Background: an optimization exercise with open tools, aiming at small area. Do not read the settings as production practice. The RTL was checked by simulation tests, not by an equivalence proof against the original design. Power is estimated from default activity; no workload was simulated.

==> inputs of harbor <==
==> flow/design.v <==
`timescale 1ns / 1ps
module UltrasonicController
(
    input clk,
    input rst,
    output us_trig_pin,
    input  us_echo_pin,
    output [6:0]  seg,
    output [3:0]  an,
    output [11:0] led
);
reg        r1;
reg        e1, e2;
reg [9:0]  TL;
reg [12:0] TH;
reg [14:0] AL;
reg [1:0]  AH;
reg [12:0] Tm;
reg [3:0]  du, dt;
reg        dh;
reg        flag;
function [6:0] pat;
    input [3:0] d;
    case (d)
        4'd0 : pat = 7'b1000000;
        4'd1 : pat = 7'b1111001;
        4'd2 : pat = 7'b0100100;
        4'd3 : pat = 7'b0110000;
        4'd4 : pat = 7'b0011001;
        4'd5 : pat = 7'b0010010;
        4'd6 : pat = 7'b0000010;
        4'd7 : pat = 7'b1111000;
        4'd8 : pat = 7'b0000000;
        default : pat = 7'b0010000;
    endcase
endfunction
wire tl_wrap = (TL == 10'd690);
wire th_wrap = (TH == 13'd4818);
wire tl_fb   = ~(TL[9] ^ TL[6]);
wire th_fb   = ~(TH[12] ^ TH[11]);
wire al_zero = (AL[13:0] == 14'd0);
wire al_last = al_zero & ~AL[14];
wire al_fb   = AL[14] ^ AL[13] ^ al_zero;
wire [1:0] AH_n = AH + {1'b0, al_last};
wire tm_wrap = (Tm == 13'd3520);
wire tm_fb   = ~(Tm[12] ^ Tm[11]);
wire step    = e2 & tm_wrap;
reg [3:0] du_n, dt_n;
reg       dh_n;
always @* begin
    du_n = du; dt_n = dt; dh_n = dh;
    if (step) begin
        if (!flag) begin
            du_n = 0; dt_n = 0; dh_n = 0;
        end
        else if (!dh) begin
            if (du == 4'd9) begin
                du_n = 0;
                if (dt == 4'd9) dh_n = 1'b1;
                else            dt_n = dt + 4'd1;
            end
            else du_n = du + 4'd1;
        end
    end
end
always @(posedge clk) begin
    r1 <= rst;
    e1 <= us_echo_pin;
    e2 <= e1 & ~r1;
    if (r1 | tl_wrap | th_wrap) TL <= 0;
    else                        TL <= {TL[8:0], tl_fb};
    if (r1 | th_wrap)           TH <= 0;
    else if (tl_wrap)           TH <= {TH[11:0], th_fb};
    if (r1) begin
        AL   <= 0;
        AH   <= 2'd3;
        Tm   <= 0;
        du   <= 0;
        dt   <= 0;
        dh   <= 0;
        flag <= 0;
    end
    else begin
        AL   <= {AL[13:0], al_fb};
        AH   <= AH_n;
        if (e2) Tm <= tm_wrap ? 13'd0 : {Tm[11:0], tm_fb};
        du   <= du_n;
        dt   <= dt_n;
        dh   <= dh_n;
        flag <= e2 & (step | flag);
    end
end
assign us_trig_pin = ~r1 & (TH == 13'd0);
assign an = r1 ? 4'b1111 :
            (AH_n == 2'd0) ? 4'b1110 :
            (AH_n == 2'd1) ? 4'b1101 :
            (AH_n == 2'd2) ? 4'b1011 : 4'b0111;
reg [11:0] therm;
integer k;
always @* begin
    for (k = 0; k < 12; k = k + 1)
        if (k % 2 == 0) therm[k] = dh_n | (dt_n >= k / 2);
        else            therm[k] = dh_n | (dt_n > k / 2) | ((dt_n == k / 2) & (du_n >= 4'd5));
end
assign led = r1 ? 12'd0 : therm;
wire [3:0] digit = dh ? 4'd8 :
                   (AH == 2'd0) ? du :
                   (AH == 2'd1) ? dt : 4'd0;
assign seg = (r1 || AH == 2'd3) ? 7'b1111111 : pat(digit);
endmodule
==> flow/run.sh <==
#!/bin/bash
# synth_recipe.tcl (not shown) runs the flow's synth.tcl, then flattens the netlist and writes it again
# the make line also repeats each setting of config.mk as NAME=value (left out here)
make -C /OpenROAD-flow-scripts/flow DESIGN_CONFIG=/design/flow/config.mk WORK_HOME=/design/flow/orfs CLKGATE_MAP_FILE= SYNTH_SCRIPT=/design/flow/synth_recipe.tcl finish
==> flow/config.mk <==
export PLATFORM = sky130hd
export DESIGN_NAME = UltrasonicController
export DESIGN_NICKNAME = UltrasonicController
export VERILOG_FILES = /design/flow/design.v
export SDC_FILE = /design/flow/constraint.sdc
export NUM_CORES = 4
export LEC_CHECK = 0
export CAP_MARGIN = 20
export CORE_MARGIN = 2
export CORE_UTILIZATION = 40
export SLEW_MARGIN = 20
==> flow/constraint.sdc <==
create_clock -name core_clock -period 10.0 [get_ports {clk}]
set_input_delay 2.0000 -clock core_clock [delete_from_list [all_inputs] [get_ports {clk}]]
set_output_delay 2.0000 -clock core_clock [all_outputs]
set_load 0.01 [all_outputs]
==> garnet: changes against harbor <==
==> flow/design.v (replaced) <==
`timescale 1ns / 1ps
module UltrasonicController
(
    input clk,
    input rst,
    output us_trig_pin,
    input  us_echo_pin,
    output [6:0]  seg,
    output [3:0]  an,
    output [11:0] led
);
reg        r1;
reg        e1, e2;
reg [22:0] T;
reg [16:0] A;
reg [12:0] Tm;
reg [6:0]  cnt;
reg        flag;
function [6:0] pat;
    input [3:0] d;
    case (d)
        4'd0 : pat = 7'b1000000;
        4'd1 : pat = 7'b1111001;
        4'd2 : pat = 7'b0100100;
        4'd3 : pat = 7'b0110000;
        4'd4 : pat = 7'b0011001;
        4'd5 : pat = 7'b0010010;
        4'd6 : pat = 7'b0000010;
        4'd7 : pat = 7'b1111000;
        4'd8 : pat = 7'b0000000;
        default : pat = 7'b0010000;
    endcase
endfunction
wire       step  = e2 && (Tm == 13'd5882);
wire [6:0] cnt_n = !step ? cnt : !flag ? 7'd0 : (cnt == 7'd100) ? cnt : cnt + 7'd1;
wire [16:0] A_n = A + 17'd1;
always @(posedge clk) begin
    r1 <= rst;
    e1 <= us_echo_pin;
    e2 <= e1 & ~r1;
    if (r1) begin
        T    <= 0;
        A    <= 17'h1ffff;
        Tm   <= 0;
        cnt  <= 0;
        flag <= 0;
    end
    else begin
        T    <= (T == 23'd6000000) ? 23'd0 : T + 23'd1;
        A    <= A_n;
        if (e2) Tm <= (Tm == 13'd5882) ? 13'd0 : Tm + 13'd1;
        cnt  <= cnt_n;
        flag <= e2 && (step || flag);
    end
end
assign us_trig_pin = !r1 && (T < 23'd1000);
assign an = r1 ? 4'b1111 :
            (A_n[16:15] == 2'd0) ? 4'b1110 :
            (A_n[16:15] == 2'd1) ? 4'b1101 :
            (A_n[16:15] == 2'd2) ? 4'b1011 : 4'b0111;
reg [11:0] therm;
integer k;
always @* begin
    for (k = 0; k < 12; k = k + 1)
        therm[k] = (cnt_n >= 5 * k);
end
assign led = r1 ? 12'd0 : therm;
wire       big   = (cnt >= 7'd100);
wire [3:0] tens  = cnt / 10;
wire [3:0] units = cnt % 10;
wire [3:0] digit = (A[16:15] == 2'd0) ? (big ? 4'd8 : units) :
                   (A[16:15] == 2'd1) ? (big ? 4'd8 : tens) :
                                        (big ? 4'd8 : 4'd0);
assign seg = (r1 || A[16:15] == 2'd3) ? 7'b1111111 : pat(digit);
endmodule
==> tundra: changes against harbor <==
==> flow/design.v (replaced) <==
`timescale 1ns / 1ps
module UltrasonicController
(
    input clk, 
    input rst,
    output reg us_trig_pin,
    input  us_echo_pin,
    output reg [6:0]  seg,
    output reg [3:0]  an,
    output reg [11:0] led 
);
reg echo ;
reg trigger ;
reg [31:0] trig_counter; 
reg [31:0] timer_counter; 
reg [11:0] i; 
reg [11:0] i_temp;
reg [11:0] i_bcd ;
reg [16:0] anot_counter; 
reg [1:0]  anot_indicator ; 
always @(posedge clk) begin
  if (rst) begin
    anot_counter  <= 0;
    trig_counter  <= 0;
    timer_counter <= 0;
    i             <= 0;
    i_temp        <= 0;
    i_bcd         <= 0;
    echo          <= 0;
    us_trig_pin   <= 0;
    an            <= 4'b1111;
    seg           <= 7'b1111111;
    led           <= 12'b0;
  end
  else begin
    anot_counter <= anot_counter + 1;
    case (anot_counter[16:15])
        2'b00 : an <= 4'b1110;
        2'b01 : an <= 4'b1101;
        2'b10 : an <= 4'b1011;
        default : an <= 4'b0111;
    endcase
    echo <= us_echo_pin;
    if (trig_counter == 6000000) begin  
        trig_counter <= 0;
    end
    else begin
        trig_counter <= trig_counter + 1; 
    end
    if(trig_counter < 1000) begin  
        us_trig_pin <= 1;
    end
    else begin
        us_trig_pin <= 0;
    end
    if(us_echo_pin == 1) begin
        if (timer_counter == 5882) begin
            timer_counter <= 0; 
            i <= i + 1; 
            i_temp <= i;
        end
        else begin
            timer_counter <= timer_counter + 1;
        end 
    end
    if(us_echo_pin == 0) begin
        i <= 0 ; 
    end
    if      (i_temp < 5)  led <= 12'b000000000001; 
    else if (i_temp < 10) led <= 12'b000000000011;
    else if (i_temp < 15) led <= 12'b000000000111;
    else if (i_temp < 20) led <= 12'b000000001111;
    else if (i_temp < 25) led <= 12'b000000011111;
    else if (i_temp < 30) led <= 12'b000000111111;
    else if (i_temp < 35) led <= 12'b000001111111;
    else if (i_temp < 40) led <= 12'b000011111111;
    else if (i_temp < 45) led <= 12'b000111111111;
    else if (i_temp < 50) led <= 12'b001111111111;
    else if (i_temp < 55) led <= 12'b011111111111;
    else                  led <= 12'b111111111111;
    if (i_temp < 10)       i_bcd <= i_temp; 
    else if (i_temp < 20)  i_bcd <= i_temp + 6;
    else if (i_temp < 30)  i_bcd <= i_temp + 12;
    else if (i_temp < 40)  i_bcd <= i_temp + 18;
    else if (i_temp < 50)  i_bcd <= i_temp + 24;
    else if (i_temp < 60)  i_bcd <= i_temp + 30;
    else if (i_temp < 70)  i_bcd <= i_temp + 36;
    else if (i_temp < 80)  i_bcd <= i_temp + 42;
    else if (i_temp < 90)  i_bcd <= i_temp + 48;
    else if (i_temp < 100) i_bcd <= i_temp + 54;
    else                   i_bcd <= 12'b100010001000;
    if (an == 4'b1110) begin
        case(i_bcd[3:0])
            4'b0000 : seg <= 7'b1000000;
            4'b0001 : seg <= 7'b1111001;
            4'b0010 : seg <= 7'b0100100;
            4'b0011 : seg <= 7'b0110000;
            4'b0100 : seg <= 7'b0011001;
            4'b0101 : seg <= 7'b0010010;
            4'b0110 : seg <= 7'b0000010;
            4'b0111 : seg <= 7'b1111000;
            4'b1000 : seg <= 7'b0000000;
            default : seg <= 7'b0010000;
        endcase
    end
    if (an == 4'b1101) begin
        case(i_bcd[7:4])
            4'b0000 : seg <= 7'b1000000;
            4'b0001 : seg <= 7'b1111001;
            4'b0010 : seg <= 7'b0100100;
            4'b0011 : seg <= 7'b0110000;
            4'b0100 : seg <= 7'b0011001;
            4'b0101 : seg <= 7'b0010010;
            4'b0110 : seg <= 7'b0000010;
            4'b0111 : seg <= 7'b1111000;
            4'b1000 : seg <= 7'b0000000;
            default : seg <= 7'b0010000;
        endcase
    end
    if (an == 4'b1011) begin
        case(i_bcd[11:8])
            4'b0000 : seg <= 7'b1000000;
            4'b0001 : seg <= 7'b1111001;
            4'b0010 : seg <= 7'b0100100;
            4'b0011 : seg <= 7'b0110000;
            4'b0100 : seg <= 7'b0011001;
            4'b0101 : seg <= 7'b0010010;
            4'b0110 : seg <= 7'b0000010;
            4'b0111 : seg <= 7'b1111000;
            4'b1000 : seg <= 7'b0000000;
            default : seg <= 7'b0010000;
        endcase
    end
    if (an == 4'b0111) begin
        seg <= 7'b1111111;
    end
  end
end
endmodule
==> qor summary <==
|  | tundra | garnet | harbor |
|---|---|---|---|
| Pwr dens | 141 nW/um2 | 148 nW/um2 | 153 nW/um2 |
| CTS HTree Levels | 4 | 3 | 3 |
| Clock network contribution to total cell area | 0.0622 | 0.0461 | 0.0512 |
| Cell count of the worst hold path | 1 | 1 | 2 |
| Number of vias after detailed routing | 6460 | 3564 | 2379 |
| Worst setup timing slack at the placement stage | 5.35 ns | 3.55 ns | 4.19 ns |
| Clk slew on worst S/H paths | 0.06 ns | 0.07 ns | 0.08 ns |
| Share of the cycle needed by the critical path after routing | 0.438 | 0.682 | 0.622 |
| Outcome | timing/DRC/antenna clean | timing/DRC/antenna clean | timing/DRC/antenna clean |
| Flip-flop count of the largest register, all copies and words added | - | 23 | 15 |
| Fraction of standard cell area that is sequential | 0.342 | 0.286 | 0.371 |
| Detailed router's first-iteration violation count | 374 | 144 | 192 |
| Floorplan die area | 20500 um2 | 10700 um2 | 8320 um2 |
| Cell with the largest stage delay on the worst path | sky130_fd_sc_hd__nor3_1 | sky130_fd_sc_hd__dfxtp_1 | sky130_fd_sc_hd__dfxtp_1 |
| Number of buffers created by CTS | 17 | 9 | 9 |
| Clk Latency, worst-skew pair | 0.42 ns | 0.34 ns | 0.35 ns |
| Routability Congestion | 0.948 | 0.841 | 0.844 |
| Slowest stage delay, CP | 0.64 ns | 0.82 ns | 0.87 ns |
| R2r startpoint | i_temp[5]$_SDFFE_PP0P_ | Tm[0]$_SDFFE_PP0P_ | e2$_DFF_P_ |
| Most frequent cell after synthesis | sky130_fd_sc_hd__dfxtp_1 | sky130_fd_sc_hd__nor2_1 | sky130_fd_sc_hd__dfxtp_1 |
| Average cell area after synthesis | 8.33 um2 | 7.68 um2 | 8.89 um2 |
| Number of ordinary and repair buffers in the finished layout | 30 | 26 | 28 |
| Number of synthesized register bits | 150 | 64 | 66 |
| Area added between synthesis and finish | 13.4% | 13.6% | 17.2% |
| Dpl hpwl | 12.4 mm | 6.33 mm | 4.21 mm |

-- static timing again, ports no longer ideal --
The flow's constraints put no driver on any port. The routed layouts listed below were extracted and timed again, unchanged, in two steps. Step 1, drivers: a clkbuf_16 drives clk and a buf_2 each remaining input, both assumed. Step 2 moves the port delays by t, midway between the first and last clock arrival at a register: inputs arrive t later, outputs are due t later. That takes back most of the time a late clock gives input paths. a / b / c = ideal ports / drivers / drivers and shift; a / b = the first two.
run | t (ns) | slack for setup (ns) | clock arrival spread, ns
harbor | 0.370 | 3.783 / 3.755 / 4.125 | 0.016 / 0.016
garnet | 0.369 | 3.177 / 3.145 / 3.514 | 0.008 / 0.008
tundra | 0.460 | 5.619 / 5.619 / 5.357 | 0.010 / 0.009
After both steps every run listed still meets setup and hold. For tundra, which loses most, drivers alone change the setup slack by 0.000 ns; drivers and shift together by -0.262 ns.
